Source: an optimization exercise on an open RTL-to-GDS flow (aim: small area). Production flows keep margins and buffers that such runs may drop. Only simulation tests tie the RTL to the original design; equivalence was not proved. The flow treats the clock pin as an ideal source, which a real chip does not have.

==> flow/design.v <==
module cache(
    input clk,
    input reset,
    input i_fetch_valid,
    input i_rfread_valid,
    input [5:0] i_current_pc,
    input i_is_br_instr_rfread,
    input [5:0] i_target_pc,
    output logic [5:0] o_prediction_pc,
	output logic o_prediction_fastcall,
	output logic fastz_d,
	output logic fastz_dd,
	input [15:0] i_ir_rfread
);
	logic [5:0] pc1_n, pc2, pc3, pc_ex;
	logic br_ex;
	logic [5:0] v;
	logic [13:0] ent0, ent1, ent2, ent3, ent4, ent5;
	wire rst_n;
	wire [5:0] pc1_n_d, pc2_d;
	g_inv u_rst_n (.a(reset), .y(rst_n));
	genvar k;
	generate
		for (k = 0; k < 6; k = k + 1) begin : g_pc
			g_nand2 u_pc1 (.a(rst_n), .b(i_current_pc[k]), .y(pc1_n_d[k]));
			g_nor2 u_pc2 (.a(reset), .b(pc1_n[k]), .y(pc2_d[k]));
		end
	endgenerate
	always_ff @(posedge clk) begin
		pc1_n <= pc1_n_d;
		pc2 <= pc2_d;
		pc3 <= pc2;
		if (i_fetch_valid)
			pc_ex <= pc2_d;
	end
	wire br_mux_n, br_ex_d;
	g_mux2i u_br_mux (.s(i_fetch_valid), .a0(br_ex), .a1(i_is_br_instr_rfread), .y(br_mux_n));
	g_nor2 u_br_rst (.a(reset), .b(br_mux_n), .y(br_ex_d));
	always_ff @(posedge clk)
		br_ex <= br_ex_d;
	wire rec;
	g_and2 u_rec (.a(i_rfread_valid), .b(br_ex), .y(rec));
	wire use_pc3, rec_call, rec_z;
	rec_decode u_dec (.ir(i_ir_rfread[4:0]), .use_pc3(use_pc3), .call(rec_call), .z(rec_z));
	wire [5:0] rec_pc_n;
	generate
		for (k = 0; k < 6; k = k + 1) begin : g_recpc
			g_mux2i u_m (.s(use_pc3), .a0(pc_ex[k]), .a1(pc3[k]), .y(rec_pc_n[k]));
		end
	endgenerate
	wire [13:0] rec_data = {rec_z, rec_call, i_target_pc, rec_pc_n};
	wire [5:0] v_d, nxt;
	valid_ctl u_vc (.reset(reset), .rst_n(rst_n), .rec(rec), .v(v), .v_d(v_d), .nxt(nxt));
	always_ff @(posedge clk)
		v <= v_d;
	wire [13:0] ent0_d, ent1_d, ent2_d, ent3_d, ent4_d, ent5_d;
	generate
		for (k = 0; k < 14; k = k + 1) begin : g_tab
			g_a22o u_e0 (.a1(ent0[k]), .a2(v[0]), .b1(rec_data[k]), .b2(nxt[0]), .x(ent0_d[k]));
			g_a22o u_e1 (.a1(ent1[k]), .a2(v[1]), .b1(rec_data[k]), .b2(nxt[1]), .x(ent1_d[k]));
			g_a22o u_e2 (.a1(ent2[k]), .a2(v[2]), .b1(rec_data[k]), .b2(nxt[2]), .x(ent2_d[k]));
			g_a22o u_e3 (.a1(ent3[k]), .a2(v[3]), .b1(rec_data[k]), .b2(nxt[3]), .x(ent3_d[k]));
			g_a22o u_e4 (.a1(ent4[k]), .a2(v[4]), .b1(rec_data[k]), .b2(nxt[4]), .x(ent4_d[k]));
			g_a22o u_e5 (.a1(ent5[k]), .a2(v[5]), .b1(rec_data[k]), .b2(nxt[5]), .x(ent5_d[k]));
		end
	endgenerate
	always_ff @(posedge clk) begin
		ent0 <= ent0_d;
		ent1 <= ent1_d;
		ent2 <= ent2_d;
		ent3 <= ent3_d;
		ent4 <= ent4_d;
		ent5 <= ent5_d;
	end
	wire [5:0] hit, sel;
	wire nohit;
	hit_cmp u_h0 (.p_n(ent0[5:0]), .cur(i_current_pc), .v(v[0]), .hit(hit[0]));
	hit_cmp u_h1 (.p_n(ent1[5:0]), .cur(i_current_pc), .v(v[1]), .hit(hit[1]));
	hit_cmp u_h2 (.p_n(ent2[5:0]), .cur(i_current_pc), .v(v[2]), .hit(hit[2]));
	hit_cmp u_h3 (.p_n(ent3[5:0]), .cur(i_current_pc), .v(v[3]), .hit(hit[3]));
	hit_cmp u_h4 (.p_n(ent4[5:0]), .cur(i_current_pc), .v(v[4]), .hit(hit[4]));
	hit_cmp u_h5 (.p_n(ent5[5:0]), .cur(i_current_pc), .v(v[5]), .hit(hit[5]));
	first_hit u_fh (.hit(hit), .sel(sel[5:1]), .nohit(nohit));
	assign sel[0] = hit[0];
	wire [5:0] inc_n;
	inc_gate u_inc (.cur(i_current_pc), .en(nohit), .y_n(inc_n));
	generate
		for (k = 0; k < 6; k = k + 1) begin : g_out
			sel_or7 u_o (.sel(sel),
				.t({ent5[6 + k], ent4[6 + k], ent3[6 + k], ent2[6 + k], ent1[6 + k], ent0[6 + k]}),
				.extra_n(inc_n[k]), .y(o_prediction_pc[k]));
		end
	endgenerate
	sel_or6 u_call (.sel(sel),
		.t({ent5[12], ent4[12], ent3[12], ent2[12], ent1[12], ent0[12]}),
		.y(o_prediction_fastcall));
	wire fz_a_n, fz_b_n, fastz_d_d, fastz_dd_d;
	g_a222oi u_fz_a (.a1(sel[0]), .a2(ent0[13]), .b1(sel[1]), .b2(ent1[13]), .c1(sel[2]), .c2(ent2[13]), .y(fz_a_n));
	g_a222oi u_fz_b (.a1(sel[3]), .a2(ent3[13]), .b1(sel[4]), .b2(ent4[13]), .c1(sel[5]), .c2(ent5[13]), .y(fz_b_n));
	g_a21oi u_fz_d (.a1(fz_a_n), .a2(fz_b_n), .b1(reset), .y(fastz_d_d));
	g_nor2b u_fz_dd (.a(reset), .b_n(fastz_d), .y(fastz_dd_d));
	always_ff @(posedge clk) begin
		fastz_d <= fastz_d_d;
		fastz_dd <= fastz_dd_d;
	end
endmodule
module g_inv(input a, output y);
	assign y = ~a;
endmodule
module g_and2(input a, input b, output y);
	assign y = a & b;
endmodule
module g_nand2(input a, input b, output y);
	assign y = ~(a & b);
endmodule
module g_nor2(input a, input b, output y);
	assign y = ~(a | b);
endmodule
module g_nor2b(input a, input b_n, output y);
	assign y = ~(a | ~b_n);
endmodule
module g_nor3(input a, input b, input c, output y);
	assign y = ~(a | b | c);
endmodule
module g_nor3b(input a, input b, input c_n, output y);
	assign y = ~(a | b | ~c_n);
endmodule
module g_nor4b(input a, input b, input c, input d_n, output y);
	assign y = ~(a | b | c | ~d_n);
endmodule
module g_or4(input a, input b, input c, input d, output x);
	assign x = a | b | c | d;
endmodule
module g_nand3b(input a_n, input b, input c, output y);
	assign y = ~(~a_n & b & c);
endmodule
module g_mux2i(input s, input a0, input a1, output y);
	assign y = ~(s ? a1 : a0);
endmodule
module g_a21oi(input a1, input a2, input b1, output y);
	assign y = ~((a1 & a2) | b1);
endmodule
module g_o21a(input a1, input a2, input b1, output x);
	assign x = (a1 | a2) & b1;
endmodule
module g_a22o(input a1, input a2, input b1, input b2, output x);
	assign x = (a1 & a2) | (b1 & b2);
endmodule
module g_a222oi(input a1, input a2, input b1, input b2, input c1, input c2, output y);
	assign y = ~((a1 & a2) | (b1 & b2) | (c1 & c2));
endmodule
module rec_decode(input [4:0] ir, output use_pc3, output call, output z);
	wire g_n;
	g_nand3b u_g (.a_n(ir[1]), .b(ir[4]), .c(ir[3]), .y(g_n));
	g_a21oi u_p (.a1(ir[2]), .a2(ir[0]), .b1(g_n), .y(use_pc3));
	g_nor3b u_c (.a(g_n), .b(ir[0]), .c_n(ir[2]), .y(call));
	g_nor3b u_z (.a(g_n), .b(ir[2]), .c_n(ir[0]), .y(z));
endmodule
module valid_ctl(input reset, input rst_n, input rec, input [5:0] v,
		output [5:0] v_d, output [5:0] nxt);
	g_o21a u_v0 (.a1(v[0]), .a2(rec), .b1(rst_n), .x(v_d[0]));
	g_inv u_n0 (.a(v[0]), .y(nxt[0]));
	genvar i;
	generate
		for (i = 1; i < 6; i = i + 1) begin : g_v
			wire keep_n;
			g_a21oi u_k (.a1(rec), .a2(v[i - 1]), .b1(v[i]), .y(keep_n));
			g_nor2 u_r (.a(reset), .b(keep_n), .y(v_d[i]));
			g_inv u_n (.a(v[i]), .y(nxt[i]));
		end
	endgenerate
endmodule
module hit_cmp(input [5:0] p_n, input [5:0] cur, input v, output hit);
	assign hit = v & ((p_n ^ cur) == 6'b111111);
endmodule
module first_hit(input [5:0] hit, output [5:1] sel, output nohit);
	wire any4;
	g_nor2b u_s1 (.a(hit[0]), .b_n(hit[1]), .y(sel[1]));
	g_nor3b u_s2 (.a(hit[0]), .b(hit[1]), .c_n(hit[2]), .y(sel[2]));
	g_nor4b u_s3 (.a(hit[0]), .b(hit[1]), .c(hit[2]), .d_n(hit[3]), .y(sel[3]));
	g_or4 u_a4 (.a(hit[0]), .b(hit[1]), .c(hit[2]), .d(hit[3]), .x(any4));
	g_nor2b u_s4 (.a(any4), .b_n(hit[4]), .y(sel[4]));
	g_nor3b u_s5 (.a(any4), .b(hit[4]), .c_n(hit[5]), .y(sel[5]));
	g_nor3 u_nh (.a(any4), .b(hit[4]), .c(hit[5]), .y(nohit));
endmodule
module inc_gate(input [5:0] cur, input en, output [5:0] y_n);
	assign y_n = ~({6{en}} & (cur + 6'd1));
endmodule
module sel_or7(input [5:0] sel, input [5:0] t, input extra_n, output y);
	assign y = (|(sel & t)) | ~extra_n;
endmodule
module sel_or6(input [5:0] sel, input [5:0] t, output y);
	wire a_n, b_n;
	g_a222oi u_a (.a1(sel[0]), .a2(t[0]), .b1(sel[1]), .b2(t[1]), .c1(sel[2]), .c2(t[2]), .y(a_n));
	g_a222oi u_b (.a1(sel[3]), .a2(t[3]), .b1(sel[4]), .b2(t[4]), .c1(sel[5]), .c2(t[5]), .y(b_n));
	g_nand2 u_o (.a(a_n), .b(b_n), .y(y));
endmodule
clock: 7.0 ns
lec_check: 0
cap_margin: 0
core_margin: 2
core_utilization: 65
gpl_timing_driven: 0
slew_margin: 0
synth_hierarchical: 1
synth_minimum_keep_size: 0
standard.sh (not shown) runs the stock make flow with config.mk's settings and CLKGATE_MAP_FILE= SYNTH_SCRIPT=/design/flow/synth_recipe.tcl, a recipe that flattens the netlist after the stock synthesis.
==> flow/flow/run.sh <==
#!/bin/bash
# Layout flow: the standard ORFS flow (standard.sh), with
#  - synthesis through flow/my_synth.tcl: synth_recipe.tcl plus an area-oriented
#    ABC script (flow/area.abc) for the logic mapping; registers are mapped by
#    the standard dfflibmap step as before;
#  - buf_1 port buffers;
#  - clock tree built from clkbuf_4 buffers, without dummy loads.
# Each tool's output goes to logs under orfs/logs (ORFS) and standard.log here.
set -e
F=$PWD/flow
EXTRA=()
[ -f "$F/extra.txt" ] && mapfile -t EXTRA < "$F/extra.txt"
for i in "${!EXTRA[@]}"; do EXTRA[$i]=${EXTRA[$i]//@FLOW@/$F}; done
bash standard.sh \
  SYNTH_SCRIPT=$F/my_synth.tcl \
  MY_ABC_SCRIPT=$F/area.abc \
  "BUFFER_PORTS_ARGS=-buffer_cell sky130_fd_sc_hd__buf_1" \
  "CTS_ARGS=-sink_clustering_enable -repair_clock_nets -dont_use_dummy_load -buf_list sky130_fd_sc_hd__clkbuf_4" \
  "${EXTRA[@]}" \
  finish > standard.log 2>&1
==> flow/flow/clock_tree.tcl <==
# Clock tree built before CTS (PRE_CTS_TCL): the flip-flops are split by
# recursive bisection of their positions into groups of at most
# CLOCK_TREE_GROUP sinks; each group gets a leaf cell (CLOCK_TREE_LEAF) at
# its centre, and one root cell (CLOCK_TREE_ROOT), the only cell the clock
# port drives, drives all leaves. Root and leaves are both buffers or both
# inverters, so the flip-flops see the clock's own polarity. TritonCTS then
# finds the clock already buffered and leaves it alone.
set group_max $::env(CLOCK_TREE_GROUP)
set leaf_cell $::env(CLOCK_TREE_LEAF)
set root_cell $::env(CLOCK_TREE_ROOT)
set db [ord::get_db]
set block [ord::get_db_block]
set dbu [$block getDbUnitsPerMicron]
set clk_net [$block findNet clk]

proc io_pins {master} {
  set in ""; set out ""
  foreach mt [$master getMTerms] {
    set sig [$mt getSigType]
    if {$sig eq "POWER" || $sig eq "GROUND"} continue
    if {[$mt getIoType] eq "OUTPUT"} { set out [$mt getName] } else { set in [$mt getName] }
  }
  return [list $in $out]
}

# insert a cell driven by net $from that drives the iterms $loads
proc add_driver {cell name net_name from loads x y} {
  global db block dbu
  set master [$db findMaster $cell]
  lassign [io_pins $master] in out
  set inst [odb::dbInst_create $block $master $name]
  set net [odb::dbNet_create $block $net_name]
  $net setSigType CLOCK
  foreach it $loads { $it disconnect; $it connect $net }
  [$inst findITerm $in] connect $from
  [$inst findITerm $out] connect $net
  $inst setLocation [expr {int($x * $dbu - [$master getWidth] / 2)}] [expr {int($y * $dbu)}]
  $inst setPlacementStatus PLACED
  return $inst
}

set sinks {}
foreach it [$clk_net getITerms] {
  set bb [[$it getInst] getBBox]
  lappend sinks [list $it [expr {([$bb xMin] + [$bb xMax]) / 2.0 / $dbu}] \
                          [expr {([$bb yMin] + [$bb yMax]) / 2.0 / $dbu}]]
}
set n [llength $sinks]
set k_total [expr {($n + $group_max - 1) / $group_max}]

proc split_groups {sinks k} {
  if {$k <= 1} { return [list $sinks] }
  set xs [lmap s $sinks {lindex $s 1}]
  set ys [lmap s $sinks {lindex $s 2}]
  set w [expr {[tcl::mathfunc::max {*}$xs] - [tcl::mathfunc::min {*}$xs]}]
  set h [expr {[tcl::mathfunc::max {*}$ys] - [tcl::mathfunc::min {*}$ys]}]
  set sorted [lsort -real -index [expr {$w >= $h ? 1 : 2}] $sinks]
  set k1 [expr {$k / 2}]
  set n1 [expr {int(round([llength $sorted] * double($k1) / $k))}]
  return [concat [split_groups [lrange $sorted 0 [expr {$n1 - 1}]] $k1] \
                 [split_groups [lrange $sorted $n1 end] [expr {$k - $k1}]]]
}

set groups [split_groups $sinks $k_total]
puts "clock_tree: $n sinks in [llength $groups] groups of $leaf_cell, root $root_cell"
set leaves {}
set lx 0.0; set ly 0.0; set i 0
foreach g $groups {
  set cx [expr {[tcl::mathop::+ {*}[lmap s $g {lindex $s 1}]] / [llength $g]}]
  set cy [expr {[tcl::mathop::+ {*}[lmap s $g {lindex $s 2}]] / [llength $g]}]
  set lx [expr {$lx + $cx}]; set ly [expr {$ly + $cy}]
  puts "clock_tree: leaf $i: [llength $g] sinks at [format %.1f $cx] [format %.1f $cy]"
  set inst [add_driver $leaf_cell clk_leaf_$i clk_leaf_net_$i $clk_net [lmap s $g {lindex $s 0}] $cx $cy]
  lassign [io_pins [$inst getMaster]] in out
  lappend leaves [$inst findITerm $in]
  incr i
}
set ng [llength $groups]
add_driver $root_cell clk_root clk_root_net $clk_net $leaves [expr {$lx / $ng}] [expr {$ly / $ng}]
# The port now drives only the root; the root's input stays on net clk.
Other scripts of this flow, unchanged in this note and not shown: flow/flow/area.abc, flow/flow/extra.txt, flow/flow/my_synth.tcl
The starting point aborted during clock tree synthesis.
Edit:
--- a/flow/flow/clock_tree.tcl
+++ b/flow/flow/clock_tree.tcl
@@ -28,2 +28,3 @@
-  global db block dbu
-  set master [$db findMaster $cell]
+  set block [ord::get_db_block]
+  set dbu [$block getDbUnitsPerMicron]
+  set master [[ord::get_db] findMaster $cell]
Effect:
- With this change the flow finished with timing, DRC and antenna clean
- area after synthesis does not change
- synthesized cell count is unchanged

==> what the ideal ports hide <==
No port has a modelled driver above. Below, the same layout with a new extraction and two added sets of constraints.
Step 1 assumes that a clkbuf_16 drives the clock port and a buf_2 every other input.
Step 2 moves the port delays by t, midway between the first and last clock arrival at a register: inputs arrive t later, outputs are due t later. That takes back most of the time a late clock gives input paths.
Three values: ideal ports, drivers, drivers and shift; two values: the first two.
run: the second run
t, ns: 0.855
setup slack, ns: 0.646 / 0.621 / 0.621
worst slew at a driven data input, ns: 0.04
pins driven straight from the clock port: 1
After both steps the second run still meets setup and hold. For the second run, drivers alone change the setup slack by -0.025 ns; drivers and shift together by -0.025 ns.
